This design comes from an exercise in tuning for small area on the open sky130 flow, not from production work.
At most, simulation tests tie the RTL to the original design; equivalence was not proved.
No functional check of the RTL was part of run 8.
No driver is modelled on the clock port, so clocking that relies on it looks cheaper here than on a real chip.
Power is estimated from default activity; no workload was simulated.

[flow/design.v]
`timescale 1ns / 1ps
module fifo(
    input               clk,
    input               rstn,
    input               input_valid,
    input               output_enable,
    output reg          input_enable,
    output              output_valid,
    input       [15: 0] data_in,
    output reg  [ 7: 0] data_out
);
    reg [15: 0] mem [0:15];
    reg         half;        
    reg [ 3: 0] cnt;         
    wire wr    = input_valid & input_enable;
    wire rd    = output_enable & ~input_enable;
    wire shift = wr | (rd & half);
    assign output_valid = ~input_enable;
    integer k;
    always @(posedge clk) begin
        if (shift) begin
            for (k = 0; k < 15; k = k + 1)
                mem[k] <= mem[k + 1];
            mem[15] <= data_in;
        end
    end
    always @(posedge clk) begin
        if (rd)
            data_out <= half ? mem[0][15: 8] : mem[0][ 7: 0];
    end
    always @(posedge clk or negedge rstn) begin
        if (!rstn) begin
            input_enable <= 1'b1;
            half         <= 1'b0;
            cnt          <= 4'd0;
        end else begin
            if (rd)
                half <= ~half;
            if (shift) begin
                cnt <= cnt + 4'd1;
                if (cnt == 4'd15)
                    input_enable <= ~input_enable;
            end
        end
    end
endmodule
[flow/run.sh]
#!/bin/bash
# synth_recipe.tcl (not shown) runs the flow's synth.tcl, then flattens the netlist and writes it again
# the make line also repeats each setting of config.mk as NAME=value (left out here)
make -C /OpenROAD-flow-scripts/flow DESIGN_CONFIG=/design/flow/config.mk WORK_HOME=/design/flow/orfs CLKGATE_MAP_FILE= SYNTH_SCRIPT=/design/flow/synth_recipe.tcl finish
[flow/config.mk]
export PLATFORM = sky130hd
export DESIGN_NAME = fifo
export DESIGN_NICKNAME = fifo
export VERILOG_FILES = /design/flow/design.v
export SDC_FILE = /design/flow/constraint.sdc
export NUM_CORES = 4
export LEC_CHECK = 0
export CAP_MARGIN = 20
export CORE_MARGIN = 2
export CORE_UTILIZATION = 40
export SLEW_MARGIN = 20
[flow/constraint.sdc]
create_clock -name core_clock -period 5.0 [get_ports {clk}]
set_input_delay 1.0000 -clock core_clock [delete_from_list [all_inputs] [get_ports {clk}]]
set_output_delay 1.0000 -clock core_clock [all_outputs]
set_load 0.01 [all_outputs]
==> results_dict.tcl, run 1 <==
set metrics [dict create \
    syn_inst 297 \
    final_nets 377 \
    dieArea_sq_um 22000 \
    worst-path-buf-inv 2 \
    rsz0062_at_grt "false" \
    fmax_ghz 0.354 \
    critPathLaunchType "input pin" \
    synth.area.top_cells "edfxtp_1 (95%), dfrtp_1 (1.5%), mux2_2 (0.81%)" \
    drc 0 \
    hold_class "flop to flop" \
    max_slew_margin 0.375 \
    synth_edf_count 264 \
    drv_cap 0 \
    synth-xor-area-share 0.00420 \
    skew_ns 0.0229 \
    cts_tree "yes" \
    worstMarginPinSlew_ns 0.937 \
    netlist_area_sq_um 8330 \
    syn_avg_cell_area_sq_um 28.1 \
    yosys.area_share.simple 0.00646 \
    post_cts_buffers 0 \
    wirelength_mm 7.99 \
    postCtsHoldBufs 0 \
    fin_area_sq_um 9870 \
    dpl.hpwl_mm 3.64 \
    yosysMostFrequentCell "edfxtp_1" \
    numCtsBuffers 26 \
    power.density_nw_per_um2 659 \
    async_reset_ff_frac 0.0222 \
    instances_no_fill 644 \
    path_cells "clkdlybuf4s50_1, nand2_1, nand2_8, buf_4" \
    synth_top_area_share 0.951 \
    cts.sinks 270 \
    grt_pass1_vias 2732 \
    drt-vias-per-instance 4.29 \
    grt_usage 0.0749 \
    status "no timing/DRC/antenna violations" \
    synth_nets 318 \
    rows 52 \
    finalMaxSlewViolations 0 \
    peakVddDrop_mv 0.396 \
    ys_seq_area_frac 0.969 \
    cts.path.max_buffers 3 \
    p_leak_uw 0.00323 \
    n_antenna_cell 0 \
    cp-end-kind "flop" \
    core_sq_um 20400 \
    synth_top_family_by_area "multiplexers" \
    setup_viol 0 \
    numPortBuffers 29 \
    ant_nets 0 \
    synth-adder-area-share 0.00150 \
    yosys_warnings 2 \
    hold_ws_ns 0.412 \
    htreeDepth 1 \
    arrival_ns 2.99 \
    gr-total-overflow 0 \
    die_w_um 148 \
    synth_cell_types 18 \
    critPathMaxStageDelay_ns 0.71 \
    grt_first_pass_wirelength_mm 13.3 \
    drt_iter0_markers 309 \
    clkTransAtPathRegs_ns 0.06 \
    min_period_over_period 0.564 \
    ys_seq_elements 270 \
    synth.area.mux_share 0.0126 \
    synth-main-ff-cell "edfxtp_1" \
    die_y_um 148 \
    clock_latency_ns 0.52 \
    synth-compound-area-share 0.00360 \
    dpl_cell_area_sq_um 8990 \
    wl_per_cell_um 12.4 \
    antenna_found_initial 0 \
    post_cts_resized 0 \
    synthTopCellsByCount "edfxtp_1 (264), mux2_2 (6), dfrtp_1 (5)" \
    cp_top_family "buffers and inverters" \
    criticalPathCategory "input pin to flop" \
    cp_max_fo 128 \
    io-pin-count 30 \
    timing.final.crit_period_ns 2.82 \
    setup_tns_ns 0 \
    first_pass_iters 4 \
    routabilityCongestion 0.640 \
    cts-root-buf "clkbuf_16" \
    slowest_stage "nand2_8" \
    finalHoldViolCount 0 \
    num_vias 2765 \
    synth_top_area_cell "edfxtp_1" \
    grt_start_max_net_pins 129 \
    initial_utilization 0.409 \
    dp.cells 598 \
    drive_above_1_share 0.147 \
    syn2layout_area_growth_pct 18.4 \
    required_ns 5.17 \
]
-- final timing paths --
path	startpoint	to	slack (ns)	depth (start not counted)
max	input_valid	mem[12][12]$_DFFE_PP_	2.18	4
min	mem[5][10]$_DFFE_PP_	mem[4][10]$_DFFE_PP_	0.41	0
max reg2reg	half$_DFFE_PN0P_	mem[12][12]$_DFFE_PP_	2.58	3
min reg2reg	mem[5][10]$_DFFE_PP_	mem[4][10]$_DFFE_PP_	0.41	0
max in group asynchronous	rstn	input_enable$_DFFE_PN1P_	4.00	1
min in group asynchronous	rstn	cnt[1]$_DFFE_PN0P_	0.73	1
-- worst reg2reg max path: cells and delay by family (launching register included) --
family                 cells  cell delay [ns]
AND/OR/NAND/NOR            2             0.88
flip-flops                 1             0.62
buffers and inverters      1             0.58
-- cell usage in the layout (no fill, tap or decap), types with 2 or more instances in the layout --
| cell | Yosys | final |
|---|---|---|
| clkbuf_8 | 0 | 2 |
| edfxtp_1 | 264 | 264 |
| clkdlybuf4s50_1 | 0 | 29 |
| o21ai_0 | 2 | 2 |
| mux2_1 | 2 | 2 |
| clkbuf_1 | 0 | 3 |
| xor2_1 | 4 | 4 |
| buf_4 | 0 | 2 |
| dfrtp_1 | 5 | 5 |
| nand3_1 | 2 | 2 |
| clkinv_2 | 0 | 5 |
| clkinv_1 | 0 | 4 |
| clkbuf_16 | 0 | 26 |
| inv_1 | 2 | 2 |
| bufinv_16 | 0 | 4 |
| mux2_2 | 6 | 6 |
-- cells by family after synthesis --
kind of cell,after synthesis
AO/OA/AOI/OAI,4
flip-flops,270
multiplexers,9
adder cells (fa/ha/maj),1
AND/OR/NAND/NOR,6
buffers and inverters,3
XOR/XNOR,4
-- stage by stage --
step | utilization | total power, uW | setup WS [ns]
after CTS | 0.485 | 6610 | 2.19
after global placement | 0.442 | 4540 | 1.75
after floorplan | - | 4390 | 1.61
after detailed placement | 0.442 | 4640 | 1.65
after global routing | 0.485 | 6840 | 2.07
final | 0.485 | 6510 | 2.18
-- final cells by class --
cell class | count | area, sq um
fill | 1625 | 10500
sequential | 270 | 8080
clock buffer | 31 | 689
tap | 270 | 338
timing repair buffer | 32 | 325
multi-input combinational | 24 | 245
clock inverter | 15 | 185
inverter | 2 | 7.51
-- routing by layer --
metal,global-route usage,up-vias,part of all wire
met1,0.104,1366,0.45
met5,0,-,0
met4,0.0348,0,0.033
met3,0.0255,24,0.050
met2,0.108,62,0.46
li1,-,1313,-
-- sequential cells by signal, summed over array words and instances (netlist names) --
signal and cells:
data_out 8, half 1, cnt 4, mem 256
input_enable 1
-- power by group --
part	switching [uW]	leakage [uW]	internal [uW]	total (uW)
registers	205	0.00256	3710	3920
logic	462	0.000243	173	635
clock network	764	0.000432	1190	1950
==> inputs of run 2 (changes only) <==
==> flow/config.mk (replaced) <==
export PLATFORM = sky130hd
export DESIGN_NAME = fifo
export DESIGN_NICKNAME = fifo
export VERILOG_FILES = /design/flow/design.v
export SDC_FILE = /design/flow/constraint.sdc
export NUM_CORES = 4
export LEC_CHECK = 0
export CAP_MARGIN = 0
export CORE_MARGIN = 2
export CORE_UTILIZATION = 60
export CTS_BUF_LIST = sky130_fd_sc_hd__clkbuf_8
export CTS_CLUSTER_DIAMETER = 100
export CTS_CLUSTER_SIZE = 20
export SLEW_MARGIN = 0
==> run 2 against run 1 <==
  * Still clean
  * Clock skew is 0.0083 ns lower
  * Hold slack better by 0.0021 ns
  * Clock power is 53% lower
  * Sequential power hardly changed
  * Combinational power is 1% lower
  * Die area is 33% lower
  * Design area is 7.3% lower
  * Area after synthesis stayed put
  * Worst setup slack better by 0.012 ns
  * Via count is 2.3% lower
  * Count of clock-buffer cells in the layout is 14 lower
  * Highest routed layer unchanged
==> results_dict.tcl, run 2 <==
set metrics [dict create \
    hold_depth 0 \
    synth.area.top_cells "edfxtp_1 (95%), dfrtp_1 (1.5%), mux2_2 (0.81%)" \
    synthTopCellsByCount "edfxtp_1 (264), mux2_2 (6), dfrtp_1 (5)" \
    syn_inst 297 \
    power_frac_clock 0.167 \
    finalHoldViolCount 0 \
    syn2layout_area_growth_pct 9.83 \
    r2r-end "mem[9][7]$_DFFE_PP_" \
    max_slew_margin 0.279 \
    synth_top_area_cell "edfxtp_1" \
    ant_nets 0 \
    rrSetupSlack_ns 2.54 \
    finalMaxSlewViolations 0 \
    dieArea_sq_um 14800 \
    synth_top_area_share 0.951 \
    peakVddDrop_mv 0.487 \
    clock_latency_ns 0.50 \
    power.density_nw_per_um2 596 \
    p_comb_frac 0.115 \
    slowest_stage "nand2_8" \
    cts_tree "yes" \
    required_ns 5.17 \
    rows 43 \
    r2r-start "half$_DFFE_PN0P_" \
    hold_path_startpoint "mem[12][13]$_DFFE_PP_" \
    async_reset_ff_frac 0.0222 \
    io-pin-count 30 \
    setup_viol 0 \
    largest_register "mem" \
    cell_internal_pwr_uw 4210 \
    cp_top_family "simple AND/OR/NAND/NOR gates" \
    swShare 0.229 \
    grt_start_max_net_pins 148 \
    yosysMostFrequentCell "edfxtp_1" \
    most-common-layout-cells "edfxtp_1 (264), clkdlybuf4s50_1 (29), clkbuf_8 (17), inv_1 (7), mux2_2 (6)" \
    synth_edf_count 264 \
    htreeDepth 1 \
    synth-main-ff-cell "edfxtp_1" \
    drc 0 \
    critPathMaxStageDelay_ns 0.71 \
    post_cts_buffers 0 \
    hold_end "mem[11][13]$_DFFE_PP_" \
    antenna_found_initial 0 \
    initial_utilization 0.607 \
    routabilityCongestion 0.625 \
    drt-vias-per-instance 5.08 \
    hold_class "flop to flop" \
    drv_cap 0 \
    grt_pass1_vias 2688 \
    die_w_um 122 \
    cp-end-kind "flop" \
    core_sq_um 13700 \
    skew_ns 0.0146 \
    syn_avg_cell_area_sq_um 28.1 \
    drt_iter0_markers 241 \
    final_nets 368 \
    grt_usage 0.102 \
    clkTransAtPathRegs_ns 0.11 \
    setup_tns_ns 0 \
    synth_cell_types 18 \
    worst-path-buf-inv 2 \
    n_antenna_cell 0 \
    dpl_cell_area_sq_um 8880 \
    p_leak_uw 0.00296 \
    drive_above_1_share 0.0994 \
    gr-total-overflow 0 \
    netlist_area_sq_um 8330 \
    status "no timing/DRC/antenna violations" \
    arrival_ns 2.98 \
    r2r.worst_path.cells 3 \
    grt_first_pass_wirelength_mm 11.9 \
    final_common_cell "edfxtp_1" \
    cts.path.max_buffers 3 \
    criticalPathCategory "input pin to flop" \
    num_vias 2702 \
    postCtsHoldBufs 0 \
    worstMarginPinSlew_ns 1.08 \
    cts-root-buf "clkbuf_8" \
    numPortBuffers 29 \
    wirelength_mm 7.44 \
    largestRegisters "mem x256, data_out x8, cnt x4" \
    dpl.hpwl_mm 3.64 \
    rsz0062_at_grt "false" \
    fmax_ghz 0.356 \
    ys_seq_elements 270 \
    synth_nets 318 \
    numCtsBuffers 17 \
    min_period_over_period 0.562 \
    wl_per_cell_um 14.0 \
    critPathLaunchType "input pin" \
    p_sw_uw 1250 \
    cp_max_fo 147 \
    first_pass_iters 4 \
    path_cells "clkdlybuf4s50_1, nand2_1, nand2_8, buf_12" \
    timing.final.crit_period_ns 2.81 \
    post_cts_resized 0 \
    ys_seq_area_frac 0.969 \
    largest_reg_flops 256 \
    yosys_warnings 2 \
    power.total_uw 5450 \
    fin_area_sq_um 9150 \
    die_y_um 122 \
    p_seq_frac 0.718 \
    cts.sinks 270 \
]
run 2: cell counts after synthesis:
Identical to the previous run, type by type.
run 2: area by class of cell:
class / instances / area (sq um)
fill: 911 / 4570
clock buffer: 17 / 234
clock inverter: 7 / 37.5
timing repair buffer: 32 / 325
tap: 180 / 225
sequential: 270 / 8080
inverter: 2 / 7.51
multi-input combinational: 24 / 245
run 2: kinds of logic (layout without fill, tap and decap cells):
family          count (synthesis)  in the layout  share of synthesized area
flops                         270            270                      0.969
mux                             9              9                     0.0126
simple gates                    6              6                    0.00646
compound gates                  4              4                    0.00360
xor+xnor                        4              4                    0.00420
buf+inv                         3             58                    0.00225
fa+ha+maj                       1              1                    0.00150
run 2: stage by stage:
stage	setup slack (ns)	cells	hold slack, ns	utilization
after global routing	2.10	532	0.421	0.667
after CTS	2.24	532	0.413	0.667
after global placement	1.74	508	0.401	0.647
after detailed placement	1.69	508	0.405	0.647
final	2.19	532	0.415	0.667
after floorplan	1.61	297	0.400	-
run 2: worst max path at each step:
stage	from	end	depth (start not counted)
finish	input_valid	mem[9][7]$_DFFE_PP_	4
global route	input_valid	mem[3][7]$_DFFE_PP_	4
CTS	input_valid	mem[7][11]$_DFFE_PP_	4
detailed placement	input_valid	mem[8][3]$_DFFE_PP_	4
global placement	input_valid	mem[7][11]$_DFFE_PP_	4
floorplan	input_valid	cnt[1]$_DFFE_PN0P_	3
run 2: per-layer routing:
metal | wire, um | vias to the layer above | track usage | share of wire
met5 | 0 | - | 0 | 0
met4 | 115 | 0 | 0.0381 | 0.015
met3 | 415 | 11 | 0.0304 | 0.056
met2 | 3590 | 53 | 0.169 | 0.48
met1 | 3320 | 1360 | 0.129 | 0.45
li1 | - | 1278 | - | -
run 2: power by group through the flow:
| stage | Clock [uW] | Sequential [uW] | Combinational [uW] |
|---|---|---|---|
| finish | 910 | 3920 | 626 |
| detailed placement | 0 | 3990 | 648 |
| CTS | 971 | 3940 | 646 |
| global placement | 0 | 3940 | 628 |
| floorplan | 0 | 3960 | 425 |
| global route | 1050 | 4000 | 702 |
==> inputs of run 3 (changes only) <==
--- a/flow/design.v
+++ b/flow/design.v
@@ -1,4 +1,14 @@
 `timescale 1ns / 1ps
+module fifo_word(
+    input               clk,
+    input               shift,
+    input               hold,
+    input       [15: 0] d,
+    output reg  [15: 0] q
+);
+    always @(posedge clk)
+        q <= ({16{shift}} & d) | ({16{hold}} & q);
+endmodule
 module fifo(
     input               clk,
     input               rstn,
@@ -9,24 +19,29 @@
     input       [15: 0] data_in,
     output reg  [ 7: 0] data_out
 );
-    reg [15: 0] mem [0:15];
-    reg         half;        
-    reg [ 3: 0] cnt;         
+    wire [15: 0] w [0:16];   
+    reg          half;       
+    reg  [ 3: 0] cnt;        
     wire wr    = input_valid & input_enable;
     wire rd    = output_enable & ~input_enable;
     wire shift = wr | (rd & half);
     assign output_valid = ~input_enable;
-    integer k;
-    always @(posedge clk) begin
-        if (shift) begin
-            for (k = 0; k < 15; k = k + 1)
-                mem[k] <= mem[k + 1];
-            mem[15] <= data_in;
+    assign w[16] = data_in;
+    genvar k;
+    generate
+        for (k = 0; k < 16; k = k + 1) begin : g_word
+            fifo_word u_word (
+                .clk   (clk),
+                .shift (shift),
+                .hold  (~shift),
+                .d     (w[k + 1]),
+                .q     (w[k])
+            );
         end
-    end
+    endgenerate
     always @(posedge clk) begin
         if (rd)
-            data_out <= half ? mem[0][15: 8] : mem[0][ 7: 0];
+            data_out <= half ? w[0][15: 8] : w[0][ 7: 0];
     end
     always @(posedge clk or negedge rstn) begin
         if (!rstn) begin
--- a/flow/config.mk
+++ b/flow/config.mk
@@ -12,3 +12,4 @@
 export CTS_CLUSTER_DIAMETER = 100
 export CTS_CLUSTER_SIZE = 20
 export SLEW_MARGIN = 0
+export SYNTH_HIERARCHICAL = 1
==> run 3 against run 2 <==
  * Area after synthesis increased by 4.9%
  * Core utilization decreased by 5.1 points
  * Power increased by 7.3%
  * Flip-flop and latch count unchanged
  * Non-clock buffer count unchanged
  * Die area increased by 4.7%
  * Register-to-register slack improved by 0.08 ns
  * Design area decreased by 3.3%
  * Worst setup slack improved by 0.17 ns
  * Count of clock-buffer cells in the layout unchanged
  * Clock skew increased by 0.0079 ns
  * Sequential share of layout area decreased by 26 points
  * Critical endpoint is now input_enable
==> results_dict.tcl, run 3 <==
set metrics [dict create \
    status "no timing/DRC/antenna violations" \
    cts.sinks 270 \
    clock_latency_ns 0.50 \
    first_pass_iters 4 \
    setup_tns_ns 0 \
    cts_tree "yes" \
    gr-total-overflow 0 \
    synth_top_area_cell "dfxtp_1" \
    rows 44 \
    peakVddDrop_mv 0.372 \
    synth.area.top_cells "dfxtp_1 (59%), a22o_1 (26%), buf_6 (8.4%)" \
    worstMarginPinSlew_ns 1.05 \
    synth-main-ff-cell "dfxtp_1" \
    num_vias 4723 \
    finalHoldViolCount 0 \
    clkTransAtPathRegs_ns 0.12 \
    routabilityCongestion 0.685 \
    drt-vias-per-instance 5.99 \
    cts.path.max_buffers 3 \
    grt_usage 0.163 \
    core_sq_um 14400 \
    worst_slack_ns 2.36 \
    drc 0 \
    cell_internal_pwr_uw 4050 \
    largest_register "g_word.u_word.q" \
    ys_seq_area_frac 0.631 \
    finalMaxSlewViolations 0 \
    post_cts_resized 0 \
    swShare 0.308 \
    most-common-layout-cells "a22o_1 (256), dfxtp_1 (256), clkdlybuf4s50_1 (29), clkbuf_8 (17)" \
    synth_cell_types 20 \
    slowest_stage "dfstp_2" \
    yosys_warnings 8 \
    cts-root-buf "clkbuf_8" \
    cp-end-kind "primary output" \
    wl_per_cell_um 16.4 \
    wirelength_mm 12.9 \
    setup_viol 0 \
    syn2layout_area_growth_pct 1.32 \
    initial_utilization 0.608 \
    synth_top_area_share 0.586 \
    htreeDepth 1 \
    rsz0062_at_grt "false" \
    grt_pass1_vias 4550 \
    dpl.hpwl_mm 7.15 \
    p_leak_uw 0.00361 \
    synth_nets 638 \
    synthTopCellsByCount "a22o_1 (256), dfxtp_1 (256), buf_6 (65)" \
    async_reset_ff_frac 0.0222 \
    max_slew_margin 0.297 \
    fmax_ghz 0.379 \
    p_seq_frac 0.583 \
    netlist_area_sq_um 8740 \
    skew_ns 0.0226 \
    numCtsBuffers 17 \
    syn_inst 617 \
    numPortBuffers 29 \
    arrival_ns 1.64 \
    required_ns 4.00 \
    p_sw_uw 1800 \
    min_period_over_period 0.528 \
    power.total_uw 5850 \
    criticalPathCategory "flop to primary output" \
    dp_slack_ns 1.93 \
    dieArea_sq_um 15500 \
    largest_reg_flops 256 \
    final_nets 624 \
    antenna_found_initial 0 \
    ys_seq_elements 270 \
    syn_avg_cell_area_sq_um 14.2 \
    worst-path-buf-inv 1 \
    cp_max_fo 6 \
    n_antenna_cell 0 \
    power_frac_clock 0.158 \
    ant_nets 0 \
    p_comb_frac 0.259 \
    cp_top_family "flip-flops" \
    grt_first_pass_wirelength_mm 21.7 \
    largestRegisters "g_word.u_word.q x256, data_out x8, cnt x4" \
    drt_iter0_markers 339 \
    power.density_nw_per_um2 661 \
    die_y_um 125 \
    drive_above_1_share 0.0629 \
    io-pin-count 30 \
    path_cells "clkdlybuf4s50_1" \
    post_cts_buffers 0 \
    hold_class "flop to flop" \
    drv_cap 0 \
    timing.final.crit_period_ns 2.64 \
    synth_edf_count 8 \
    die_w_um 125 \
    postCtsHoldBufs 0 \
    critPathMaxStageDelay_ns 0.59 \
    critPathLaunchType "flop" \
    grt_start_max_net_pins 259 \
]
run 3: cell count changes after synthesis, sizes merged, moves of 2 or more:
cell    before  now
a22o         0  256
dfxtp        0  256
o21ai        2    0
edfxtp     264    8
buf          1   65
run 3: worst paths after layout:
check                                         startpoint                             to  slack (ns)  depth (start not counted)
setup / recovery                input_enable$_DFFE_PN1P_                   input_enable        2.36                          1
hold / removal             g_word[9].u_word.q[7]$_DFF_P_  g_word[8].u_word.q[7]$_DFF_P_        0.48                          1
setup reg to reg                        half$_DFFE_PN0P_             cnt[1]$_DFFE_PN0P_        2.62                          4
hold reg to reg            g_word[9].u_word.q[7]$_DFF_P_  g_word[8].u_word.q[7]$_DFF_P_        0.48                          1
max in group asynchronous                           rstn       input_enable$_DFFE_PN1P_        4.01                          1
min in group asynchronous                           rstn             cnt[1]$_DFFE_PN0P_        0.72                          1
run 3: cell type report:
cell class / count / area [sq um]
clock buffers: 17 / 234
inverters: 2 / 12.5
fillers: 1111 / 5510
multi-input cells: 280 / 2490
repair buffers: 32 / 350
well taps: 184 / 230
flip-flops and latches: 270 / 5520
clock inverters: 3 / 18.8
run 3: cells by family after synthesis:
logic type | synth area share
DFF | 0.631
AOI/OAI and AO/OA | 0.261
buffers and inverters | 0.0846
muxes | 0.0120
and+or+nand+nor | 0.00616
xor gates and xnor gates | 0.00401
adders and majority gates | 0.00143
run 3: metal layers:
layer	track usage	part of all wire	vias up
li1	-	-	2344
met2	0.285	0.46	34
met1	0.211	0.50	2328
met3	0.0314	0.024	17
met4	0.0377	0.018	0
met5	0	0	-
run 3: power groups by stage:
stage               logic (uW)  registers, uW  clock network [uW]
floorplan                 1700           3300                   0
global placement          1500           3440                   0
detailed placement        1540           3450                   0
CTS                       1550           3410                 971
global route              1690           3510                1050
finish                    1520           3410                 925
run 3: per-module statistics from Yosys (local to each module, per instance):
module     copies in the design  cells inside  area [sq um]  flip-flops and latches
fifo                          1            41           652                      14
fifo_word                    16            36           505                      16
run 3: through the flow:
step / hold WS [ns] / cells / area [sq um] / utilization
finish: 0.477 / 788 / 8850 / 0.616
global route: 0.496 / 788 / 8850 / 0.616
CTS: 0.485 / 788 / 8850 / 0.616
detailed placement: 0.454 / 768 / 8600 / 0.599
global placement: 0.447 / 768 / 8600 / 0.599
floorplan: 0.433 / 617 / 8740 / -
==> inputs of run 4 (changes only) <==
==> flow/flow/run.sh (new file) <==
#!/bin/bash
# Standard ORFS layout with two changes: port buffers use the smallest buffer
# cell, and CTS builds the clock tree from clkbuf_8 clusters without dummy loads.
set -euo pipefail
cd "$(dirname "$0")/.."
bash standard.sh \
  BUFFER_PORTS_ARGS="-buffer_cell sky130_fd_sc_hd__buf_1" \
  CTS_ARGS="-sink_clustering_enable -repair_clock_nets -dont_use_dummy_load -buf_list sky130_fd_sc_hd__clkbuf_8 -sink_clustering_size 20 -sink_clustering_max_diameter 100" \
  finish > orfs_make.log 2>&1
==> flow/standard.sh (new file) <==
#!/bin/bash
# synth_recipe.tcl (not shown) runs the flow's synth.tcl, then flattens the netlist and writes it again
# the make line also repeats each setting of config.mk as NAME=value (left out here)
make -C /OpenROAD-flow-scripts/flow DESIGN_CONFIG=/design/flow/config.mk WORK_HOME=/design/flow/orfs CLKGATE_MAP_FILE= SYNTH_SCRIPT=/design/flow/synth_recipe.tcl "${@:-finish}"
removed: flow/run.sh
==> run 4 against run 3 <==
  * Die area did not move
  * Sequential share of layout area rose by 1.4 points
  * Power fell by 0.99%
  * Design area fell by 2.2%
  * Still clean on timing, DRC and antenna
  * Hold slack got worse by 0.11 ns
  * Critical path type is now input pin to flop
==> results_dict.tcl, run 4 <==
set metrics [dict create \
    status "no timing/DRC/antenna violations" \
    drc 0 \
    power_frac_clock 0.156 \
    drive_above_1_share 0.0647 \
    numCtsBuffers 17 \
    synth-main-ff-cell "dfxtp_1" \
    r2r-start "half$_DFFE_PN0P_" \
    netlist_area_sq_um 8740 \
    ant_nets 0 \
    p_sw_uw 1790 \
    synth_top_area_cell "dfxtp_1" \
    syn2layout_area_growth_pct -0.945 \
    io-pin-count 30 \
    arrival_ns 3.26 \
    cp-end-kind "flop" \
    fmax_ghz 0.352 \
    grt_start_max_net_pins 119 \
    syn_avg_cell_area_sq_um 14.2 \
    die_y_um 125 \
    final_nets 626 \
    busiest_layer "met2" \
    n_antenna_cell 0 \
    grt_first_pass_wirelength_mm 22.1 \
    finalMaxSlewViolations 0 \
    synth_edf_count 8 \
    critPathLaunchType "input pin" \
    synth_cell_types 20 \
    gr-total-overflow 0 \
    die_w_um 125 \
    worstMarginPinSlew_ns 0.921 \
    required_ns 5.42 \
    yosys_warnings 8 \
    power.density_nw_per_um2 669 \
    grt_usage 0.167 \
    first_pass_iters 4 \
    drv_cap 0 \
    use_met1 0.245 \
    synth.area.top_cells "dfxtp_1 (59%), a22o_1 (26%), buf_6 (8.4%)" \
    wirelength_mm 13.2 \
    dp_slack_ns 1.64 \
    p_comb_frac 0.256 \
    rsz0062_at_grt "false" \
    post_cts_buffers 0 \
    met3_usage 0.0296 \
    dpl_cell_area_sq_um 8420 \
    initial_utilization 0.608 \
    largest_register "g_word.u_word.q" \
    min_period_over_period 0.568 \
    grt_pass1_vias 4403 \
    fill_cells 1165 \
    drt-vias-per-instance 5.98 \
    hold_ws_ns 0.372 \
    routabilityCongestion 0.727 \
    fin_area_sq_um 8660 \
    post_cts_resized 0 \
    most-common-layout-cells "a22o_1 (256), dfxtp_1 (256), buf_1 (29), clkbuf_8 (17)" \
    synth_nets 638 \
    wl_per_cell_um 16.7 \
    worst_slack_ns 2.16 \
    timing.final.crit_period_ns 2.84 \
    hold_class "input pin to async pin" \
    cp_max_fo 118 \
    ys_seq_elements 270 \
    cts_tree "yes" \
    numPortBuffers 29 \
    setup_viol 0 \
    peakVddDrop_mv 0.766 \
    clock_latency_ns 0.52 \
    skew_ns 0.0391 \
    synthTopCellsByCount "a22o_1 (256), dfxtp_1 (256), buf_6 (65)" \
    clkTransAtPathRegs_ns 0.11 \
    largestRegisters "g_word.u_word.q x256, data_out x8, cnt x4" \
    cts-root-buf "clkbuf_8" \
    postLayoutCoreUtil 0.602 \
    rows 44 \
    drt_iter0_markers 307 \
    dieArea_sq_um 15500 \
    synth_top_area_share 0.586 \
    max_slew_margin 0.386 \
    swShare 0.309 \
    syn_inst 617 \
    antenna_found_initial 0 \
    ys_seq_area_frac 0.631 \
    cts.path.max_buffers 3 \
    criticalPathCategory "input pin to flop" \
    finalHoldViolCount 0 \
    cts.sinks 270 \
    p_seq_frac 0.588 \
    async_reset_ff_frac 0.0222 \
    setup_tns_ns 0 \
    grt_use_met2 0.259 \
    core_sq_um 14400 \
    p_leak_uw 0.00352 \
    cell_internal_pwr_uw 4000 \
    dpl.hpwl_mm 7.43 \
    postCtsHoldBufs 0 \
    largest_reg_flops 256 \
    num_vias 4709 \
    critPathLaunch "input_valid" \
    htreeDepth 1 \
]
==> run 4: cell count changes in the layout (fill, tap and decap cells not counted), sizes merged <==
cell	previous run	this run
buf	3	34
clkdlybuf4s50	29	0
inv	5	2
==> run 4: metal layers <==
layer	share of wire	wire length, um
met2	0.45	5970
met3	0.025	324
met1	0.50	6610
met4	0.019	254
met5	0	0
==> run 4: power by group through the flow <==
stage               Combinational (uW)  Sequential [uW]  Clock (uW)
floorplan                         1700             3300           0
global placement                  1470             3440           0
detailed placement                1510             3450           0
CTS                               1510             3410         941
global route                      1660             3500        1020
finish                            1480             3410         903
==> run 4: per-module statistics from Yosys, one instance, submodules excluded <==
module | flops+latches | times used | cells
fifo | 14 | 1 | 41
fifo_word | 16 | 16 | 36
==> run 4: logic make-up after synthesis <==
logic type	Yosys count	synth area share
AO/OA/AOI/OAI	260	0.261
XOR/XNOR	4	0.00401
adder cells (fa/ha/maj)	1	0.00143
buffers and inverters	67	0.0846
flip-flops	270	0.631
multiplexers	9	0.0120
AND/OR/NAND/NOR	6	0.00616
==> run 4: critical path, stage by stage <==
cell	delay, ns
buf_1	0.07
nand2_1	0.26
nand2_8	0.47
inv_6	0.74
buf_4	0.42
a22o_1	0.19
==> run 4: per-stage QoR <==
step,std cells,total power (uW)
after floorplan,617,5000
after global placement,770,4910
after detailed placement,770,4960
after CTS,787,5860
after global routing,787,6180
final,787,5790
==> run 4: worst paths after layout <==
check | slack (ns) | depth (start not counted) | to
min reg2reg | 0.45 | 1 | g_word[10].u_word.q[7]$_DFF_P_
max reg2reg | 2.23 | 5 | g_word[14].u_word.q[7]$_DFF_P_
max in group asynchronous | 4.33 | 1 | input_enable$_DFFE_PN1P_
min | 0.37 | 1 | cnt[1]$_DFFE_PN0P_
min in group core_clock | 0.45 | 1 | g_word[10].u_word.q[7]$_DFF_P_
max | 2.16 | 6 | g_word[14].u_word.q[7]$_DFF_P_
==> run 4: cell type report <==
type | count | area (sq um) | area share
Clock buffer | 17 | 234 | 0.0270
Inverter | 2 | 12.5 | 0.00145
Tap cell | 184 | 230 | 0.0266
Timing Repair Buffer | 34 | 171 | 0.0198
Sequential cell | 270 | 5520 | 0.637
Multi-Input combinational cell | 280 | 2490 | 0.288
==> inputs of run 5 (changes only) <==
--- a/flow/design.v
+++ b/flow/design.v
@@ -9,6 +9,18 @@
     always @(posedge clk)
         q <= ({16{shift}} & d) | ({16{hold}} & q);
 endmodule
+module fifo_out(
+    input               clk,
+    input               load_lo,
+    input               load_hi,
+    input               keep,
+    input       [ 7: 0] lo,
+    input       [ 7: 0] hi,
+    output reg  [ 7: 0] q
+);
+    always @(posedge clk)
+        q <= ({8{load_lo}} & lo) | ({8{load_hi}} & hi) | ({8{keep}} & q);
+endmodule
 module fifo(
     input               clk,
     input               rstn,
@@ -17,7 +29,7 @@
     output reg          input_enable,
     output              output_valid,
     input       [15: 0] data_in,
-    output reg  [ 7: 0] data_out
+    output      [ 7: 0] data_out
 );
     wire [15: 0] w [0:16];   
     reg          half;       
@@ -39,10 +51,15 @@
             );
         end
     endgenerate
-    always @(posedge clk) begin
-        if (rd)
-            data_out <= half ? w[0][15: 8] : w[0][ 7: 0];
-    end
+    fifo_out u_out (
+        .clk     (clk),
+        .load_lo (rd & ~half),
+        .load_hi (rd & half),
+        .keep    (~rd),
+        .lo      (w[0][ 7: 0]),
+        .hi      (w[0][15: 8]),
+        .q       (data_out)
+    );
     always @(posedge clk or negedge rstn) begin
         if (!rstn) begin
             input_enable <= 1'b1;
==> run 5 against run 4 <==
  * Worst setup slack improved by 0.086 ns
  * First-iteration DRC count up 21%
  * Synthesized cell count increased by 2.1%
  * Highest routed layer unchanged
==> results_dict.tcl, run 5 <==
set metrics [dict create \
    htreeDepth 1 \
    synth_nets 651 \
    status "no timing/DRC/antenna violations" \
    cp_top_family "buffers and inverters" \
    worst-path-buf-inv 3 \
    initial_utilization 0.621 \
    met3_usage 0.0288 \
    final_common_cell "dfxtp_1" \
    cts.path.max_buffers 3 \
    cts-root-buf "clkbuf_8" \
    ant_nets 0 \
    busiest_layer "met2" \
    finalHoldViolCount 0 \
    routabilityCongestion 0.711 \
    power.density_nw_per_um2 725 \
    dpl_cell_area_sq_um 8340 \
    clkTransAtPathRegs_ns 0.12 \
    async_reset_ff_frac 0.0222 \
    worstMarginPinSlew_ns 0.843 \
    post_cts_resized 0 \
    criticalPathCategory "input pin to flop" \
    synth.area.top_cells "dfxtp_1 (61%), a22o_1 (26%), buf_6 (8.4%)" \
    path_cells "buf_1, nand2_1, nand2_8, inv_6, buf_4, a22o_1" \
    numCtsBuffers 17 \
    grt_usage 0.171 \
    critPathLaunchType "input pin" \
    gr-total-overflow 0 \
    skew_ns 0.0465 \
    dpl.hpwl_mm 7.81 \
    fill_cells 1116 \
    max_slew_margin 0.438 \
    largest_reg_flops 256 \
    yosys_warnings 9 \
    rsz0062_at_grt "false" \
    largestRegisters "g_word.u_word.q x256, u_out.q x8, cnt x4" \
    fin_area_sq_um 8580 \
    hold_ws_ns 0.333 \
    cp-end-kind "flop" \
    arrival_ns 3.16 \
    r2r-start "input_enable$_DFFE_PN1P_" \
    setup_tns_ns 0 \
    grt_first_pass_wirelength_mm 22.6 \
    ys_seq_area_frac 0.626 \
    yosysMostFrequentCell "dfxtp_1" \
    synth_top_area_cell "dfxtp_1" \
    netlist_area_sq_um 8690 \
    hold_class "input pin to async pin" \
    clock_latency_ns 0.51 \
    n_antenna_cell 0 \
    rrSetupSlack_ns 2.32 \
    syn_inst 630 \
    setup_viol 0 \
    crit_cells 6 \
    finalMaxSlewViolations 0 \
    most-common-layout-cells "dfxtp_1 (264), a22o_1 (256), buf_1 (29), clkbuf_8 (17), inv_1 (11)" \
    required_ns 5.41 \
    slowest_stage "inv_6" \
    cts.sinks 270 \
    cp_max_fo 120 \
    syn_avg_cell_area_sq_um 13.8 \
    core_sq_um 14000 \
    grt_use_met2 0.262 \
    synth_top_area_share 0.608 \
    grt_start_max_net_pins 121 \
    critPathMaxStageDelay_ns 0.74 \
    first_pass_iters 5 \
    r2r-end "g_word[14].u_word.q[5]$_DFF_P_" \
    postCtsHoldBufs 0 \
    syn2layout_area_growth_pct -1.27 \
    synthTopCellsByCount "dfxtp_1 (264), a22o_1 (256), buf_6 (65)" \
    power.total_uw 6220 \
    fmax_ghz 0.363 \
    wl_per_cell_um 17.0 \
    critPathLaunch "input_valid" \
    synth_edf_count 0 \
    peakVddDrop_mv 0.555 \
    cts_tree "yes" \
    grt_pass1_vias 4489 \
    drive_above_1_share 0.0456 \
    ys_seq_elements 270 \
    io-pin-count 30 \
    num_vias 4756 \
    drv_cap 0 \
    crit_end "g_word[14].u_word.q[5]$_DFF_P_" \
    p_leak_uw 0.00355 \
    die_w_um 124 \
    use_met1 0.250 \
    wirelength_mm 13.5 \
    min_period_over_period 0.551 \
    largest_register "g_word.u_word.q" \
    drt-vias-per-instance 5.99 \
    die_y_um 124 \
    post_cts_buffers 0 \
    final_nets 637 \
    numPortBuffers 29 \
    timing.final.crit_period_ns 2.75 \
    drt_iter0_markers 370 \
    dieArea_sq_um 15500 \
    antenna_found_initial 0 \
    r2r.worst_path.cells 5 \
    postLayoutCoreUtil 0.613 \
    rows 43 \
    synth_cell_types 20 \
    drc 0 \
    synth-main-ff-cell "dfxtp_1" \
]
[run 5: metrics by stage]
stage                     cells  setup WS, ns
final                       794          2.25
after global routing        794          2.07
after CTS                   794          2.27
after detailed placement    777          1.77
after global placement      777          1.85
after floorplan             630          2.63
[run 5: layout make-up]
type	instances	area [sq um]	area share
sequential	270	5440	0.634
multi-input combinational	281	2470	0.288
clock buffer	17	234	0.0273
tap	180	225	0.0263
timing repair buffer	34	159	0.0185
inverter	12	50.0	0.00584
[run 5: power by group]
part           switching [uW]  internal [uW]  total [uW]
Clock                     598            310         908
Sequential                543           3070        3610
Combinational             873            827        1700
Total                    2010           4200        6220
[run 5: metal layers]
layer	vias to the layer above	routed length (um)
met3	21	320
li1	2360	-
met2	42	6230
met5	-	0
met4	0	301
met1	2333	6670
[run 5: per-module statistics from Yosys (local to each module, per instance)]
module / flip-flops and latches / area [sq um] / times used / cells inside
fifo_out: 8 / 292 / 1 / 27
fifo_word: 16 / 505 / 16 / 36
fifo: 6 / 308 / 1 / 27
[run 5: cell families after synthesis]
| kind of cell | count (synthesis) | share of synthesized area |
|---|---|---|
| DFF | 270 | 0.626 |
| and+or+nand+nor | 7 | 0.00605 |
| adders and majority gates | 1 | 0.00144 |
| muxes | 1 | 0.00173 |
| buffers and inverters | 79 | 0.0906 |
| xor gates and xnor gates | 4 | 0.00403 |
| AOI/OAI and AO/OA | 268 | 0.270 |
[run 5: how the worst min path moves through the flow]
stage,start,cells past startpoint,endpoint,slack (ns)
detailed placement,g_word[7].u_word.q[11]$_DFF_P_,1,g_word[7].u_word.q[11]$_DFF_P_,0.45
global placement,g_word[6].u_word.q[14]$_DFF_P_,1,g_word[6].u_word.q[14]$_DFF_P_,0.45
CTS,rstn,1,cnt[3]$_DFFE_PN0P_,0.33
finish,rstn,1,cnt[3]$_DFFE_PN0P_,0.33
global route,rstn,1,cnt[3]$_DFFE_PN0P_,0.32
floorplan,g_word[0].u_word.q[14]$_DFF_P_,2,u_out.q[6]$_DFF_P_,0.43
==> inputs of run 6 (changes only) <==
==> flow/flow/run.sh (replaced) <==
#!/bin/bash
# Standard ORFS layout with these changes: port buffers use the smallest buffer
# cell, CTS builds the clock tree from clkbuf_8 clusters without dummy loads,
# and cells with spare slack are downsized after CTS.
set -euo pipefail
cd "$(dirname "$0")/.."
bash standard.sh \
  BUFFER_PORTS_ARGS="-buffer_cell sky130_fd_sc_hd__buf_1" \
  CTS_ARGS="-sink_clustering_enable -repair_clock_nets -dont_use_dummy_load -buf_list sky130_fd_sc_hd__clkbuf_8 -sink_clustering_size 20 -sink_clustering_max_diameter 100" \
  POST_CTS_TCL="$PWD/flow/recover.tcl" \
  finish > orfs_make.log 2>&1
==> flow/flow/recover.tcl (new file) <==
# Downsize cells on paths with spare setup slack, to save area.
log_cmd repair_timing -recover_power 100
--- a/flow/config.mk
+++ b/flow/config.mk
@@ -7,9 +7,10 @@
 export LEC_CHECK = 0
 export CAP_MARGIN = 0
 export CORE_MARGIN = 2
-export CORE_UTILIZATION = 60
+export CORE_UTILIZATION = 75
 export CTS_BUF_LIST = sky130_fd_sc_hd__clkbuf_8
 export CTS_CLUSTER_DIAMETER = 100
 export CTS_CLUSTER_SIZE = 20
+export PLACE_DENSITY = 0.85
 export SLEW_MARGIN = 0
 export SYNTH_HIERARCHICAL = 1
==> run 6 against run 5 <==
  * Area after synthesis is the same
  * Count of clock-buffer cells in the layout is the same
  * Combinational power is essentially flat
  * Sequential power is essentially flat
  * Critical path type is now flop to flop
  * Largest power group unchanged
==> results_dict.tcl, run 6 <==
set metrics [dict create \
    dpl.hpwl_mm 8.10 \
    num_vias 4860 \
    rsz0062_at_grt "false" \
    drt-vias-per-instance 6.43 \
    worst-path-buf-inv 2 \
    core_sq_um 11400 \
    die_w_um 112 \
    yosys_warnings 9 \
    largestRegisters "g_word.u_word.q x256, u_out.q x8, cnt x4" \
    largest_reg_flops 256 \
    grt_first_pass_wirelength_mm 22.5 \
    ys_seq_area_frac 0.626 \
    synth-main-ff-cell "dfxtp_1" \
    gr-total-overflow 0 \
    peakVddDrop_mv 0.725 \
    criticalPathCategory "flop to flop" \
    final_nets 636 \
    min_period_over_period 0.611 \
    largest_register "g_word.u_word.q" \
    p_leak_uw 0.00353 \
    yosysMostFrequentCell "dfxtp_1" \
    grt_usage 0.211 \
    cts_tree "yes" \
    worstMarginPinSlew_ns 0.817 \
    fill_cells 759 \
    synth_cell_types 20 \
    max_slew_margin 0.456 \
    netlist_area_sq_um 8690 \
    synthTopCellsByCount "dfxtp_1 (264), a22o_1 (256), buf_6 (65)" \
    slowest_stage "clkbuf_2" \
    most-common-layout-cells "dfxtp_1 (264), a22o_1 (256), buf_1 (28), clkbuf_8 (17), inv_1 (11)" \
    drv_cap 0 \
    numPortBuffers 29 \
    syn2layout_area_growth_pct -2.15 \
    synth_top_area_share 0.608 \
    clock_latency_ns 0.50 \
    timing.final.crit_period_ns 3.06 \
    synth_nets 651 \
    ant_nets 0 \
    n_antenna_cell 0 \
    postLayoutCoreUtil 0.748 \
    syn_inst 630 \
    power.density_nw_per_um2 727 \
    fmax_ghz 0.327 \
    r2r.worst_path.cells 5 \
    drive_above_1_share 0.0375 \
    setup_viol 0 \
    die_y_um 112 \
    setup_tns_ns 0 \
    cp-end-kind "flop" \
    drc 0 \
    critPathMaxStageDelay_ns 0.75 \
    final_common_cell "dfxtp_1" \
    status "no timing/DRC/antenna violations" \
    syn_avg_cell_area_sq_um 13.8 \
    ys_seq_elements 270 \
    first_pass_iters 6 \
    skew_ns 0.0312 \
    r2r-start "input_enable$_DFFE_PN1P_" \
    arrival_ns 3.48 \
    synth_edf_count 0 \
    required_ns 5.43 \
    io-pin-count 30 \
    r2r-end "g_word[6].u_word.q[13]$_DFF_P_" \
    initial_utilization 0.764 \
    wl_per_cell_um 17.8 \
    finalHoldViolCount 0 \
    clkTransAtPathRegs_ns 0.11 \
    dp.cells 739 \
    critPathLaunchType "flop" \
    instances_no_fill 756 \
    grt_start_max_net_pins 114 \
    grt_pass1_vias 4576 \
    wirelength_mm 13.5 \
    cp_top_family "buffers and inverters" \
    rrSetupSlack_ns 1.94 \
    rows 39 \
    finalMaxSlewViolations 0 \
    dieArea_sq_um 12500 \
    path_cells "nand3b_1, nand2_8, inv_6, clkbuf_2, a22o_1" \
    fin_area_sq_um 8500 \
    antenna_found_initial 0 \
    synth_top_area_cell "dfxtp_1" \
    synth.area.top_cells "dfxtp_1 (61%), a22o_1 (26%), buf_6 (8.4%)" \
    hold_ws_ns 0.381 \
    routabilityCongestion 0.756 \
    async_reset_ff_frac 0.0222 \
    drt_iter0_markers 472 \
    dpl_cell_area_sq_um 8290 \
    cp_max_fo 101 \
    cts.sinks 270 \
    hold_class "input pin to async pin" \
]
[run 6: cells by family (layout without fill, tap and decap cells)]
logic type,Yosys count,count (layout),synth area share
AOI/OAI and AO/OA,268,268,0.270
xor gates and xnor gates,4,4,0.00403
adders and majority gates,1,1,0.00144
buffers and inverters,79,62,0.0906
DFF,270,270,0.626
muxes,1,1,0.00173
and+or+nand+nor,7,7,0.00605
[run 6: worst max-delay path by stage]
| stage | from | to | slack, ns | cells after the start |
|---|---|---|---|---|
| 6_report | input_enable$_DFFE_PN1P_ | g_word[6].u_word.q[13]$_DFF_P_ | 1.94 | 5 |
| 5_1_grt | input_enable$_DFFE_PN1P_ | g_word[10].u_word.q[7]$_DFF_P_ | 1.68 | 5 |
| 3_5_place_dp | input_valid | g_word[9].u_word.q[3]$_DFF_P_ | 1.88 | 6 |
| 3_3_place_gp | input_valid | g_word[0].u_word.q[2]$_DFF_P_ | 1.97 | 6 |
| 2_1_floorplan | input_valid | g_word[15].u_word.q[10]$_DFF_P_ | 2.63 | 6 |
[run 6: layout make-up]
class | instances | area [sq um] | area share
Tap cell | 143 | 179 | 0.0210
Sequential cell | 270 | 5440 | 0.640
Multi-Input combinational cell | 281 | 2450 | 0.288
Inverter | 12 | 50.0 | 0.00589
Timing Repair Buffer | 33 | 149 | 0.0175
Clock buffer | 17 | 234 | 0.0275
[run 6: power by group]
group,switching [uW],leakage (uW),internal (uW)
logic,880,0.00117,810
clock network,574,0.000122,309
registers,543,0.00224,3070
total,2000,0.00353,4190
[run 6: worst register-to-register path, cell delays in order (launching register included)]
cell and delay (ns):
dfstp_1 0.60, nand3b_1 0.31, nand2_8 0.39, inv_6 0.71, clkbuf_2 0.76, a22o_1 0.24
[run 6: modules after synthesis (local to each module, per instance)]
module,cells,flip-flops and latches,copies in the design,cell area [sq um]
fifo_out,27,8,1,292
fifo_word,36,16,16,505
fifo,27,6,1,308
[run 6: per-stage QoR]
stage	setup slack, ns	power, uW
finish	1.94	6180
global route	1.68	6560
detailed placement	1.88	5350
global placement	1.97	5230
floorplan	2.63	5390
[run 6: routing by layer]
metal  track usage  part of all wire
met1         0.302              0.47
met2         0.340              0.48
met3        0.0278             0.024
met4        0.0650             0.027
met5             0                 0
==> inputs of run 7 (changes only) <==
--- a/flow/config.mk
+++ b/flow/config.mk
@@ -7,10 +7,9 @@
 export LEC_CHECK = 0
 export CAP_MARGIN = 0
 export CORE_MARGIN = 2
-export CORE_UTILIZATION = 75
+export CORE_UTILIZATION = 60
 export CTS_BUF_LIST = sky130_fd_sc_hd__clkbuf_8
 export CTS_CLUSTER_DIAMETER = 100
 export CTS_CLUSTER_SIZE = 20
-export PLACE_DENSITY = 0.85
 export SLEW_MARGIN = 0
 export SYNTH_HIERARCHICAL = 1
==> run 7 against run 6 <==
  * Critical path type unchanged
  * Sequential power about the same
  * Count of clock-buffer cells in the layout unchanged
  * Still clean
  * Synthesized cell count unchanged
  * Clock power up 3.1%
  * Register-to-register slack worse by 0.43 ns
  * Global-route usage down 4.0 points
  * Largest power group unchanged
==> results_dict.tcl, run 7 <==
set metrics [dict create \
    power.total_uw 6190 \
    max_slew_margin 0.190 \
    synth_nets 651 \
    ys_seq_area_frac 0.626 \
    ys_seq_elements 270 \
    r2r-end "g_word[14].u_word.q[5]$_DFF_P_" \
    synth_edf_count 0 \
    yosysMostFrequentCell "dfxtp_1" \
    clkTransAtPathRegs_ns 0.12 \
    postLayoutCoreUtil 0.611 \
    multi_input_area_sq_um 2450 \
    syn_avg_cell_area_sq_um 13.8 \
    drc 0 \
    drive_above_1_share 0.0375 \
    cts_tree "yes" \
    synth_top_area_share 0.608 \
    fin_area_sq_um 8540 \
    die_w_um 124 \
    cts.sinks 270 \
    most-common-layout-cells "dfxtp_1 (264), a22o_1 (256), buf_1 (28), clkbuf_8 (17), inv_1 (11)" \
    routabilityCongestion 0.711 \
    grt_first_pass_wirelength_mm 22.6 \
    rrSetupSlack_ns 1.52 \
    setup_viol 0 \
    syn_inst 630 \
    setup_tns_ns 0 \
    cell_internal_pwr_uw 4180 \
    synth_cell_types 20 \
    dpl.hpwl_mm 7.81 \
    grt_usage 0.171 \
    async_reset_ff_frac 0.0222 \
    final_common_cell "dfxtp_1" \
    io-pin-count 30 \
    p_seq_frac 0.583 \
    critPathLaunchType "flop" \
    initial_utilization 0.621 \
    timing.final.crit_period_ns 3.48 \
    drt-vias-per-instance 6.01 \
    antenna_found_initial 0 \
    drv_cap 0 \
    largest_reg_flops 256 \
    min_period_over_period 0.696 \
    skew_ns 0.0472 \
    swShare 0.325 \
    rows 43 \
    dieArea_sq_um 15500 \
    r2r.worst_path.cells 5 \
    cp-end-kind "flop" \
    p_leak_uw 0.00353 \
    num_vias 4768 \
    final_nets 637 \
    cp_max_fo 120 \
    status "no timing/DRC/antenna violations" \
    p_comb_frac 0.270 \
    synthTopCellsByCount "dfxtp_1 (264), a22o_1 (256), buf_6 (65)" \
    finalHoldViolCount 0 \
    wirelength_mm 13.6 \
    first_pass_iters 5 \
    core_sq_um 14000 \
    fmax_ghz 0.287 \
    p_sw_uw 2010 \
    die_y_um 124 \
    yosys_warnings 9 \
    ant_nets 0 \
    largest_register "g_word.u_word.q" \
    instances_no_fill 794 \
    synth.area.top_cells "dfxtp_1 (61%), a22o_1 (26%), buf_6 (8.4%)" \
    seq_area_sq_um 5440 \
    wl_per_cell_um 17.1 \
    n_antenna_cell 0 \
    largestRegisters "g_word.u_word.q x256, u_out.q x8, cnt x4" \
    r2r-start "input_enable$_DFFE_PN1P_" \
    clock_latency_ns 0.51 \
    gr-total-overflow 0 \
    syn2layout_area_growth_pct -1.69 \
    fill_cells 1122 \
    hold_class "input pin to async pin" \
    peakVddDrop_mv 0.550 \
    finalMaxSlewViolations 0 \
    synth-main-ff-cell "dfxtp_1" \
    power.density_nw_per_um2 724 \
    drt_iter0_markers 353 \
    numPortBuffers 29 \
    dpl_cell_area_sq_um 8340 \
    power_frac_clock 0.147 \
    arrival_ns 3.89 \
    criticalPathCategory "flop to flop" \
    slowest_stage "clkbuf_1" \
    netlist_area_sq_um 8690 \
    worstMarginPinSlew_ns 1.21 \
    required_ns 5.41 \
    rsz0062_at_grt "false" \
    dp.cells 777 \
    critPathMaxStageDelay_ns 0.96 \
    synth_top_area_cell "dfxtp_1" \
    grt_pass1_vias 4491 \
    grt_start_max_net_pins 121 \
    path_cells "nand3b_1, nand2_8, inv_6, clkbuf_1, a22o_1" \
]
[run 7: kinds of logic after synthesis]
kind of cell,count (synthesis),share of synthesized area
AOI/OAI and AO/OA,268,0.270
xor gates and xnor gates,4,0.00403
adders and majority gates,1,0.00144
buffers and inverters,79,0.0906
DFF,270,0.626
muxes,1,0.00173
and+or+nand+nor,7,0.00605
[run 7: Yosys stat by module, one instance, submodules excluded]
| module | cells inside | times used | area, sq um |
|---|---|---|---|
| fifo_out | 27 | 1 | 292 |
| fifo_word | 36 | 16 | 505 |
| fifo | 27 | 1 | 308 |
[run 7: layout make-up]
class | instances | area share
repair buffers | 34 | 0.0167
clock buffers | 17 | 0.0274
multi-input cells | 281 | 0.287
flip-flops and latches | 270 | 0.637
well taps | 180 | 0.0264
inverters | 12 | 0.00586
[run 7: worst max-delay path, delay by kind of cell, from the launching register on]
kind / cells / cell delay [ns]
buffers and inverters: 2 / 1.71
and+or+nand+nor: 2 / 0.73
DFF: 1 / 0.59
AOI/OAI and AO/OA: 1 / 0.26
[run 7: power by group through the flow]
| stage | combinational, uW | clock (uW) | sequential [uW] |
|---|---|---|---|
| detailed placement | 1720 | 0 | 3650 |
| global route | 1880 | 1020 | 3710 |
| global placement | 1660 | 0 | 3640 |
| finish | 1670 | 911 | 3600 |
| floorplan | 1910 | 0 | 3480 |
[run 7: per-stage QoR]
step / worst slack [ns] / hold slack (ns)
after global routing: 1.20 / 0.325
final: 1.52 / 0.334
after detailed placement: 1.77 / 0.454
after global placement: 1.85 / 0.452
after floorplan: 2.63 / 0.434
[run 7: routing by layer]
metal	track usage	wire (um)
met2	0.262	6200
met4	0.0516	301
met3	0.0288	303
met1	0.250	6760
met5	0	0
[run 7: worst max-delay path by stage]
| stage | from | to | slack (ns) | depth (start not counted) |
|---|---|---|---|---|
| after floorplan | input_valid | g_word[15].u_word.q[10]$_DFF_P_ | 2.63 | 6 |
| after global placement | input_valid | g_word[12].u_word.q[7]$_DFF_P_ | 1.85 | 6 |
| after detailed placement | input_valid | g_word[14].u_word.q[5]$_DFF_P_ | 1.77 | 6 |
| after global routing | input_enable$_DFFE_PN1P_ | g_word[15].u_word.q[2]$_DFF_P_ | 1.20 | 5 |
| final | input_enable$_DFFE_PN1P_ | g_word[14].u_word.q[5]$_DFF_P_ | 1.52 | 5 |
==> inputs of run 8 (changes only) <==
--- a/flow/design.v
+++ b/flow/design.v
@@ -26,18 +26,18 @@
     input               rstn,
     input               input_valid,
     input               output_enable,
-    output reg          input_enable,
-    output              output_valid,
+    output              input_enable,
+    output reg          output_valid,
     input       [15: 0] data_in,
     output      [ 7: 0] data_out
 );
     wire [15: 0] w [0:16];   
     reg          half;       
     reg  [ 3: 0] cnt;        
-    wire wr    = input_valid & input_enable;
-    wire rd    = output_enable & ~input_enable;
+    wire wr    = input_valid & ~output_valid;
+    wire rd    = output_enable & output_valid;
     wire shift = wr | (rd & half);
-    assign output_valid = ~input_enable;
+    assign input_enable = ~output_valid;
     assign w[16] = data_in;
     genvar k;
     generate
@@ -62,7 +62,7 @@
     );
     always @(posedge clk or negedge rstn) begin
         if (!rstn) begin
-            input_enable <= 1'b1;
+            output_valid <= 1'b0;
             half         <= 1'b0;
             cnt          <= 4'd0;
         end else begin
@@ -71,7 +71,7 @@
             if (shift) begin
                 cnt <= cnt + 4'd1;
                 if (cnt == 4'd15)
-                    input_enable <= ~input_enable;
+                    output_valid <= ~output_valid;
             end
         end
     end
==> run 8 against run 7 <==
  * Combinational power fell by 4%
  * Highest routed layer unchanged
  * Critical path depth rose by 1
  * Critical path type is now input pin to flop
  * Sequential share of layout area fell by 0.14 points
  * Via count rose by 0.63%
==> results_dict.tcl, run 8 <==
set metrics [dict create \
    synthTopCellsByCount "dfxtp_1 (264), a22o_1 (256), buf_6 (65)" \
    r2r-start "output_valid$_DFFE_PN0P_" \
    async_reset_ff_frac 0.0222 \
    worstMarginPinSlew_ns 1.24 \
    fmax_ghz 0.287 \
    grt_start_max_net_pins 135 \
    setup_viol 0 \
    drc 0 \
    power.total_uw 6130 \
    io-pin-count 30 \
    required_ns 5.45 \
    synth_top_family_by_area "compound AO/OA/AOI/OAI gates" \
    arrival_ns 3.94 \
    final_nets 637 \
    most-common-layout-cells "dfxtp_1 (264), a22o_1 (256), buf_1 (28), clkbuf_8 (17), inv_1 (10)" \
    netlist_area_sq_um 8680 \
    power.density_nw_per_um2 717 \
    clock_latency_ns 0.51 \
    largest_reg_flops 256 \
    p_leak_uw 0.00356 \
    finalMaxSlewViolations 0 \
    hold_class "input pin to async pin" \
    criticalPathCategory "input pin to flop" \
    largestRegisters "g_word.u_word.q x256, u_out.q x8, cnt x4" \
    yosys_warnings 9 \
    ys_seq_elements 270 \
    hold_ws_ns 0.355 \
    first_pass_iters 7 \
    core_sq_um 14000 \
    finalHoldViolCount 0 \
    seq_area_sq_um 5440 \
    critPathLaunchType "input pin" \
    p_comb_frac 0.262 \
    syn_avg_cell_area_sq_um 13.8 \
    n_antenna_cell 0 \
    routabilityCongestion 0.767 \
    grt_usage 0.170 \
    r2r.worst_path.cells 5 \
    synth_top_area_share 0.609 \
    synth-compound-area-share 0.270 \
    skew_ns 0.0369 \
    cell_internal_pwr_uw 4210 \
    largest_register "g_word.u_word.q" \
    drive_above_1_share 0.0391 \
    drt_iter0_markers 394 \
    die_w_um 124 \
    synth.area.mux_share 0.00173 \
    clkTransAtPathRegs_ns 0.11 \
    max_slew_margin 0.172 \
    antenna_found_initial 0 \
    wirelength_mm 13.4 \
    dp.cells 776 \
    p_seq_frac 0.591 \
    fill_cells 1140 \
    dieArea_sq_um 15400 \
    instances_no_fill 794 \
    power_frac_clock 0.146 \
    rrSetupSlack_ns 1.64 \
    yosys.area_share.simple 0.00620 \
    synth-xor-area-share 0.00404 \
    grt_pass1_vias 4410 \
    peakVddDrop_mv 0.328 \
    die_y_um 124 \
    ys_seq_area_frac 0.626 \
    drt-vias-per-instance 6.04 \
    rsz0062_at_grt "false" \
    synth-main-ff-cell "dfxtp_1" \
    synth_top_area_cell "dfxtp_1" \
    ant_nets 0 \
    dpl_cell_area_sq_um 8340 \
    gr-total-overflow 0 \
    wl_per_cell_um 16.9 \
    cp-end-kind "flop" \
    yosysMostFrequentCell "dfxtp_1" \
    final_common_cell "dfxtp_1" \
    drv_cap 0 \
    status "no timing/DRC/antenna violations" \
    synth_cell_types 20 \
    synth_nets 650 \
    min_period_over_period 0.697 \
    synth_edf_count 0 \
    cts_tree "yes" \
    synth.area.top_cells "dfxtp_1 (61%), a22o_1 (26%), buf_6 (8.4%)" \
    num_vias 4798 \
    dpl.hpwl_mm 7.85 \
    multi_input_area_sq_um 2460 \
    fin_area_sq_um 8560 \
    cts.sinks 270 \
    synth-adder-area-share 0.00144 \
    syn_inst 629 \
    setup_tns_ns 0 \
    cp_max_fo 134 \
    rows 43 \
    timing.final.crit_period_ns 3.48 \
    syn2layout_area_growth_pct -1.40 \
    numPortBuffers 29 \
    p_sw_uw 1930 \
    swShare 0.314 \
    initial_utilization 0.620 \
    r2r-end "g_word[10].u_word.q[3]$_DFF_P_" \
    grt_first_pass_wirelength_mm 22.4 \
]
run 8: stage by stage:
stage,setup slack (ns),utilization
2_1_floorplan,2.64,-
3_3_place_gp,1.74,0.596
3_5_place_dp,1.70,0.596
5_1_grt,1.17,0.612
6_report,1.52,0.612
run 8: critical path, cell delays in order:
cell and delay [ns]:
buf_1 0.08, nand3_1 0.23, nand2_8 0.46, inv_6 0.84
clkbuf_1 0.98, a22o_1 0.26
run 8: how the worst max path moves through the flow:
stage / depth (start not counted) / from / slack, ns / to
2_1_floorplan: 6 / output_enable / 2.64 / g_word[15].u_word.q[10]$_DFF_P_
3_3_place_gp: 6 / output_enable / 1.74 / g_word[2].u_word.q[0]$_DFF_P_
3_5_place_dp: 6 / output_enable / 1.70 / g_word[13].u_word.q[1]$_DFF_P_
5_1_grt: 6 / output_enable / 1.17 / g_word[10].u_word.q[1]$_DFF_P_
6_report: 6 / output_enable / 1.52 / g_word[10].u_word.q[3]$_DFF_P_
run 8: routing by layer:
layer / vias to the layer above / global-route usage / share of wire
li1: 2371 / - / -
met1: 2366 / 0.246 / 0.49
met2: 36 / 0.265 / 0.47
met3: 25 / 0.0292 / 0.023
met4: 0 / 0.0456 / 0.022
met5: - / 0 / 0
run 8: cells by family after synthesis:
kind of cell,after synthesis
flops,270
compound gates,268
buf+inv,78
simple gates,7
xor+xnor,4
mux,1
fa+ha+maj,1
run 8: Yosys stat by module (local to each module, per instance):
module     cells  cell area (sq um)  copies in the design  flip-flops and latches
fifo          26                300                     1                       6
fifo_out      27                292                     1                       8
fifo_word     36                505                    16                      16
run 8: layout make-up:
cell class / count / share of cell area
Sequential cell: 270 / 0.635
Clock buffer: 17 / 0.0273
Multi-Input combinational cell: 281 / 0.288
Tap cell: 180 / 0.0263
Inverter: 11 / 0.00541
Timing Repair Buffer: 35 / 0.0183
run 8: power by group through the flow:
| stage | Clock, uW | Combinational [uW] | Sequential, uW |
|---|---|---|---|
| 2_1_floorplan | 0 | 1780 | 3490 |
| 3_3_place_gp | 0 | 1580 | 3660 |
| 3_5_place_dp | 0 | 1640 | 3670 |
| 5_1_grt | 1020 | 1800 | 3730 |
| 6_report | 899 | 1610 | 3630 |

static timing again, ports no longer ideal:
The results above use ideal ports. As a check the final layouts listed here were re-extracted and re-timed, cells and wires unchanged.
Step 1 assumes that a clkbuf_16 drives the clock port and a buf_2 every other input.
Step 2 times the ports against the registers' clock, not the clock port: input delays grow and output delays shrink by t, the midpoint of the rising clock arrivals with the driver on.
Slacks: no drivers / after step 1 / after step 2; pairs: no drivers / after step 1.
| run | t, ns | setup WS [ns] | worst hold slack (ns) |
|---|---|---|---|
| run 1 | 0.546 | 2.179 / 2.188 / 1.642 | 0.412 / 0.412 / 0.412 |
| run 2 | 0.530 | 2.191 / 2.200 / 1.670 | 0.415 / 0.415 / 0.415 |
| run 3 | 0.528 | 2.362 / 2.326 / 1.927 | 0.477 / 0.477 / 0.477 |
| run 4 | 0.534 | 2.161 / 2.180 / 1.645 | 0.372 / 0.359 / 0.450 |
| run 5 | 0.530 | 2.247 / 2.267 / 1.737 | 0.333 / 0.331 / 0.445 |
| run 6 | 0.516 | 1.945 / 1.945 / 1.480 | 0.381 / 0.369 / 0.459 |
| run 7 | 0.529 | 1.519 / 1.519 / 1.050 | 0.334 / 0.332 / 0.446 |
| run 8 | 0.529 | 1.516 / 1.528 / 0.999 | 0.355 / 0.341 / 0.448 |
After both steps setup and hold are still met in every run listed. For run 1, which loses most, drivers alone change the setup slack by +0.009 ns; drivers and shift together by -0.537 ns.
